Context: an optimization exercise on an open-source flow, tuned for small area and few clock cycles. The choices shown serve that exercise and are no tape-out recipe. Function was checked by simulation only, so behaviour that the tests miss may differ from the original. Power and IR drop assume default switching activity.

`flow/constraint.sdc`:
```
create_clock -name core_clock -period 9.0 [get_ports {clk}]
set_input_delay 1.8000 -clock core_clock [delete_from_list [all_inputs] [get_ports {clk}]]
set_output_delay 1.8000 -clock core_clock [all_outputs]
set_load 0.01 [all_outputs]
```
`flow/design.v`:
```
`timescale 1ns/1ps
module d_cache #(
  parameter ADDR_WIDTH = 32,
  parameter DATA_WIDTH = 32,
  parameter NUM_SETS = 8,
  parameter ASSOC = 4,
  parameter LINE_WORDS = 1
)(
  input  logic                    clk,
  input  logic                    rst_n,
  input  logic [ADDR_WIDTH-1:0]   cpu_addr,
  input  logic                    cpu_rd,
  input  logic                    cpu_wr,
  input  logic [DATA_WIDTH-1:0]   cpu_wdata,
  output logic [DATA_WIDTH-1:0]   cpu_rdata,
  output logic                    cpu_ready,
  output logic [ADDR_WIDTH-1:0]   mem_addr,
  output logic                    mem_rd,
  output logic                    mem_wr,
  output logic [DATA_WIDTH-1:0]   mem_wdata,
  input  logic [DATA_WIDTH-1:0]   mem_rdata,
  input  logic                    mem_ready
);
  localparam SET_BITS = $clog2(NUM_SETS);
  localparam WAY_BITS = $clog2(ASSOC);
  localparam TAG_BITS = ADDR_WIDTH - SET_BITS;
  localparam LINES = NUM_SETS * ASSOC;
  wire [SET_BITS-1:0] set = cpu_addr[SET_BITS-1:0];
  wire [TAG_BITS-1:0] tag = cpu_addr[ADDR_WIDTH-1 -: TAG_BITS];
  logic [LINES-1:0]                 line_valid;
  logic [LINES-1:0]                 line_dirty;
  logic [LINES-1:0][TAG_BITS-1:0]   line_tag;
  logic [LINES-1:0][DATA_WIDTH-1:0] line_data;
  logic [LINES-1:0][WAY_BITS-1:0]   lru_age;
  function automatic [SET_BITS+WAY_BITS-1:0] idx(input [SET_BITS-1:0] s, input [WAY_BITS-1:0] w);
    idx = {s, w};
  endfunction
  logic hit;
  logic [WAY_BITS-1:0] hit_way;
  integer i;
  always_comb begin
    hit = 0;
    hit_way = '0;
    for (i=0;i<ASSOC;i=i+1) begin
      if (line_valid[idx(set, i)] && line_tag[idx(set, i)] == tag) begin
        hit = 1;
        hit_way = i;
      end
    end
  end
  logic pending_miss;
  logic pending_writeback;
  logic [WAY_BITS-1:0] repl_way;
  logic [WAY_BITS-1:0] wb_way;
  logic [WAY_BITS-1:0] victim;
  always_comb begin
    victim = 0;
    for (int w=0; w<ASSOC; w=w+1) begin
      if (lru_age[idx(set, w)] > lru_age[idx(set, victim)]) victim = w;
    end
  end
  always_ff @(posedge clk or negedge rst_n) begin
    if (!rst_n) begin
      cpu_ready <= 0;
      cpu_rdata <= '0;
      mem_rd <= 0;
      mem_wr <= 0;
      mem_addr <= '0;
      mem_wdata <= '0;
      pending_miss <= 0;
      pending_writeback <= 0;
      repl_way <= '0;
      wb_way <= '0;
      for (int s=0; s<NUM_SETS; s=s+1) begin
        for (int w=0; w<ASSOC; w=w+1) begin
          line_valid[idx(s, w)] <= 1'b0;
          line_dirty[idx(s, w)] <= 1'b0;
          line_tag[idx(s, w)] <= '0;
          line_data[idx(s, w)] <= '0;
          lru_age[idx(s, w)] <= w;
        end
      end
    end else begin
      cpu_ready <= 0;
      mem_rd <= 0;
      mem_wr <= 0;
      if (!pending_miss && !pending_writeback) begin
        if (cpu_rd || cpu_wr) begin
          if (hit) begin
            cpu_ready <= 1;
            if (cpu_rd) cpu_rdata <= line_data[idx(set, hit_way)];
            if (cpu_wr) begin
              line_data[idx(set, hit_way)] <= cpu_wdata;
              line_dirty[idx(set, hit_way)] <= 1;
            end
            for (int w=0; w<ASSOC; w=w+1) begin
              if (w==hit_way) lru_age[idx(set, w)] <= 0;
              else if (lru_age[idx(set, w)] < lru_age[idx(set, hit_way)]) lru_age[idx(set, w)] <= lru_age[idx(set, w)] + 1;
            end
          end else begin
            repl_way <= victim;
            if (line_valid[idx(set, victim)] && line_dirty[idx(set, victim)]) begin
              pending_writeback <= 1;
              wb_way <= victim;
              mem_addr <= {line_tag[idx(set, victim)], set};
              mem_wdata <= line_data[idx(set, victim)];
              mem_wr <= 1;
            end else begin
              pending_miss <= 1;
              mem_addr <= cpu_addr;
              mem_rd <= 1;
            end
          end
        end
      end else if (pending_writeback) begin
        if (mem_ready) begin
          pending_writeback <= 0;
          pending_miss <= 1;
          mem_addr <= cpu_addr;
          mem_rd <= 1;
        end
      end else if (pending_miss) begin
        if (mem_ready) begin
          line_data[idx(set, repl_way)] <= mem_rdata;
          line_tag[idx(set, repl_way)] <= tag;
          line_valid[idx(set, repl_way)] <= 1;
          line_dirty[idx(set, repl_way)] <= 0;
          for (int w=0; w<ASSOC; w=w+1) begin
            if (w==repl_way) lru_age[idx(set, w)] <= 0;
            else lru_age[idx(set, w)] <= lru_age[idx(set, w)] + 1;
          end
          cpu_ready <= 1;
          if (cpu_rd) cpu_rdata <= mem_rdata;
          else if (cpu_wr) begin
            line_data[idx(set, repl_way)] <= cpu_wdata;
            line_dirty[idx(set, repl_way)] <= 1;
          end
          pending_miss <= 0;
        end
      end
    end
  end
endmodule
```
`flow/config.mk`:
```
export PLATFORM = sky130hd
export DESIGN_NAME = d_cache
export DESIGN_NICKNAME = d_cache
export VERILOG_FILES = /design/flow/design.v
export SDC_FILE = /design/flow/constraint.sdc
export NUM_CORES = 4
export LEC_CHECK = 0
export CAP_MARGIN = 20
export CORE_MARGIN = 2
export CORE_UTILIZATION = 45
export SLEW_MARGIN = 20
```
`flow/run.sh`:
```
#!/bin/bash
# synth_recipe.tcl (not shown) runs the flow's synth.tcl, then flattens the netlist and writes it again
# the make line also repeats each setting of config.mk as NAME=value (left out here)
make -C /OpenROAD-flow-scripts/flow DESIGN_CONFIG=/design/flow/config.mk WORK_HOME=/design/flow/orfs CLKGATE_MAP_FILE= SYNTH_SCRIPT=/design/flow/synth_recipe.tcl finish
```
==> impl_metrics.toml <==
[synthesis]
synthCells = 16000
synth-edff-count = 0
avgSynthCellArea_sq_um = 8.57
netlist_area_sq_um = 137000
synthArstFlopShare_pct = 100
ys.flop_type = "dfrtp_1"
synth_seq_cells = 2183
yosysSeqAreaShare_pct = 39.8
synthesis.nets = 16200
synth_cell_types = 98
yosys_warnings = 1

[placed_design]
routabilityCongestion = 0.988
dp_cells = 19000
portBuffers = 199
post-place-ws_ns = -0.0948
hpwl_microns = 433000
placed_area_sq_um = 145000

[die]
die_area_sq_um = 310000
num_rows = 202
chipHeight_microns = 557
initial_utilization_pct = 45.3
core_sq_um = 303000
ios = 200
dieWidth_microns = 557

[finish]
nNetsFinal = 15500
n_fill_cell = 28200
finalInstanceArea_sq_um = 154000
ff_latch_area_sq_um = 54700
instances_no_fill = 19600
fin_util_pct = 50.8
drive_gt1_share_pct = 14.0
multi_input_area_sq_um = 76900
area_delta_synth_final_pct = 12.2

[clock_network]
cts_tree = "yes"
clock_latency_ns = 0.97
clock-sinks = 2183
cts_root_buf = "clkbuf_16"
hold_buffers = 0
clk_pin_slew_ns = 0.06
post_cts_resized = 0
postCtsSetupBuffers = 0
cts_max_level = 5
cts-buffers-inserted = 267
ctsLongestPathBuffers = 4

[critical_path]
crit_arrival_ns = 9.12
r2r_start = "lru_age[51]"
required_ns = 9.83
critPathCaptureType = "register"
cp_slowest_cell = "a211oi_1"
start_kind = "input port"
crit_type = "in2reg"
r2r-end = "mem_wdata[0]"
ff2ff_setup_slack_ns = 1.22
cpPeakStageDelay_ns = 0.71
cp_common_cell = "mux4_2"
worst-r2r-cell-count = 26
crit_path_max_fanout = 50

[sta]
fmax_mhz = 121
final.setup.worst_slack_ns = 0.708
worstMarginPinSlew_ns = 1.32
rsz0062_at_grt = "false"
setup_viol = 0
slew_viol_final = 0
period_share_pct = 92.1
relSlewSlack_pct = 11.8
clock_skew_ns = 0.0465
hold_viol_final = 0
period_needed_ns = 8.29

[power_and_ir_drop]
peakVddDrop_v = 0.000579
power.total_mw = 62.9
power.density_nw_per_um2 = 408
leakagePower_nw = 63.9

[drt]
drtIter0Drc = 24000
wl_microns = 731000
via_per_inst = 7.36
drc = 0
firstDrtPassIters = 9
ant_nets = 0
vias = 144000
wire_per_inst_microns = 37.3

[job]
maxCapViolCount = 0

[global_routing]
grt_max_degree = 207
first_global_vias = 131000
overflow = 0
grt_pass1_wl_microns = 1020000
track_usage_pct = 45.8
antenna_found_initial = 75

[hold_path]
worstHoldPathCells = 2
hold_path.class = "reg2reg"
worstHoldStart = "cpu_rdata[5]"
min_to = "cpu_rdata[5]"

[outcome]
run_status = "no timing/DRC/antenna violations"
==> state kept, by name, indices dropped and copies added (netlist names), named ones only <==
signal             cells
mem_wdata             32
line_data           1024
line_tag             928
mem_wr                 1
lru_age               64
repl_way               2
cpu_rdata             32
mem_rd                 1
pending_miss           1
cpu_ready              1
mem_addr              32
pending_writeback      1
line_valid            32
==> cells in the mapped netlist, drive strengths merged (335+ instances only) <==
| master | instances | share of area [%] |
|---|---|---|
| a311oi | 378 | 2.4 |
| o22ai | 335 | 1.5 |
| dfrtp | 2151 | 39 |
| clkbuf | 1514 | 4.1 |
| mux2i | 396 | 2.9 |
| a32o | 480 | 3.5 |
| nand2 | 2597 | 7.1 |
| a211oi | 597 | 3.3 |
| a22o | 420 | 2.7 |
| o21ai | 1528 | 5.6 |
| a21oi | 1200 | 4.4 |
| mux2 | 494 | 4.0 |
| nor2 | 1634 | 4.5 |
==> worst max path at each step <==
stage                            from            to  slack [ns]
after CTS                 cpu_addr[0]  mem_wdata[0]        0.84
after global placement    cpu_addr[0]  mem_wdata[0]       -0.07
final                     cpu_addr[0]  mem_wdata[0]        0.71
after floorplan           cpu_addr[0]  mem_addr[27]       -1.15
after global routing      cpu_addr[0]  mem_wdata[0]        0.50
after detailed placement  cpu_addr[0]  mem_wdata[0]       -0.09
==> cells in the final DEF (no fill, tap or decap), types with 30 or more instances in the layout <==
cell	count
nor2_4	42
mux4_2	308
clkbuf_16	275
mux2i_1	370
a311oi_1	378
dfstp_2	32
clkbuf_1	68
nand3_1	284
nor2_1	1585
nand2_2	42
nand2_1	2527
nor3_1	121
inv_1	30
nor4_1	31
a32o_1	480
and3_1	42
o21ai_0	1496
o22ai_1	334
mux2_2	493
a31oi_1	186
a21o_1	49
a22oi_1	114
buf_4	540
clkinv_2	42
nand2b_1	41
a211oi_1	594
o211ai_1	190
a21oi_1	1192
clkbuf_8	52
dfrtp_1	2151
or3_1	35
xnor2_1	69
buf_12	120
clkdlybuf4s50_1	195
diode_2	62
a22o_1	420
==> worst max-delay path, delay by kind of cell <==
kind	cells	cell delay, ns
fa+ha+maj	3	0.83
compound gates	10	2.57
simple gates	3	0.47
buf+inv	6	1.13
mux	5	2.27
==> per-stage QoR <==
| stage | TNS, ns | hold slack, ns |
|---|---|---|
| 2_1_floorplan | -71.50 | 0.451 |
| 3_3_place_gp | -0.0707 | 0.468 |
| 3_5_place_dp | -0.0948 | 0.471 |
| 4_1_cts | 0 | 0.483 |
| 5_1_grt | 0 | 0.506 |
| 6_report | 0 | 0.481 |
==> layout make-up <==
cell class | count | share of cell area (%)
Tap cell | 3978 | 3.23
Clock buffer | 394 | 5.08
Inverter | 36 | 0.0958
Sequential cell | 2183 | 35.5
Timing Repair Buffer | 866 | 5.60
Antenna cell | 62 | 0.101
Multi-Input combinational cell | 12000 | 49.9
Clock inverter | 79 | 0.535
==> layer usage <==
layer / vias to the layer above / global-route usage (%) / share of wire [%]
met1: 70100 / 56.1 / 35
met4: 46 / 40.4 / 11
met3: 3645 / 17.4 / 15
met5: - / 0.0156 / 0.049
met2: 12500 / 62.5 / 40
li1: 57800 / - / -
==> where the power goes <==
group / internal (mW) / total (mW) / switching (mW)
registers: 13.2 / 16.9 / 3.66
clock network: 6.36 / 11.2 / 4.81
logic: 11.9 / 34.9 / 23.0
total: 31.5 / 62.9 / 31.5
==> kinds of logic (layout without fill, tap and decap cells) <==
group / after synthesis / in the layout / synth area share [%]
buffers and inverters: 1872 / 1375 / 5.34
and+or+nand+nor: 4977 / 4977 / 14.7
other: 0 / 62 / 0
xor gates and xnor gates: 83 / 83 / 0.529
muxes: 1198 / 1198 / 12.0
DFF: 2183 / 2183 / 39.8
adders and majority gates: 28 / 28 / 0.255
AOI/OAI and AO/OA: 5690 / 5690 / 27.4
Testbench counts, summed over its fixed seeds: cycles 80,897.

[static timing again, ports no longer ideal]
How much do the figures lean on ideal ports? The routed layout below was timed once more, with nothing changed but the port constraints.
Step 1 assumes that a clkbuf_16 drives the clock port and a buf_2 every other input.
Step 2 times the ports against the registers' clock, not the clock port: input delays grow and output delays shrink by t, the midpoint of the rising clock arrivals with the driver on.
a / b / c = no drivers / after step 1 / after step 2; a / b = the first two.
shift t [ns]: 1.058
setup WS [ns]: 0.708 / 0.773 / -0.286
worst hold slack (ns): 0.481 / 0.481 / 0.481
worst setup path after step 2: input to register
worst register clock-pin slew, ns: 0.07 / 0.07
With both steps, setup timing fails in this run, where it was met with ideal ports. For this run, drivers alone change the setup slack by +0.065 ns; drivers and shift together by -0.994 ns.
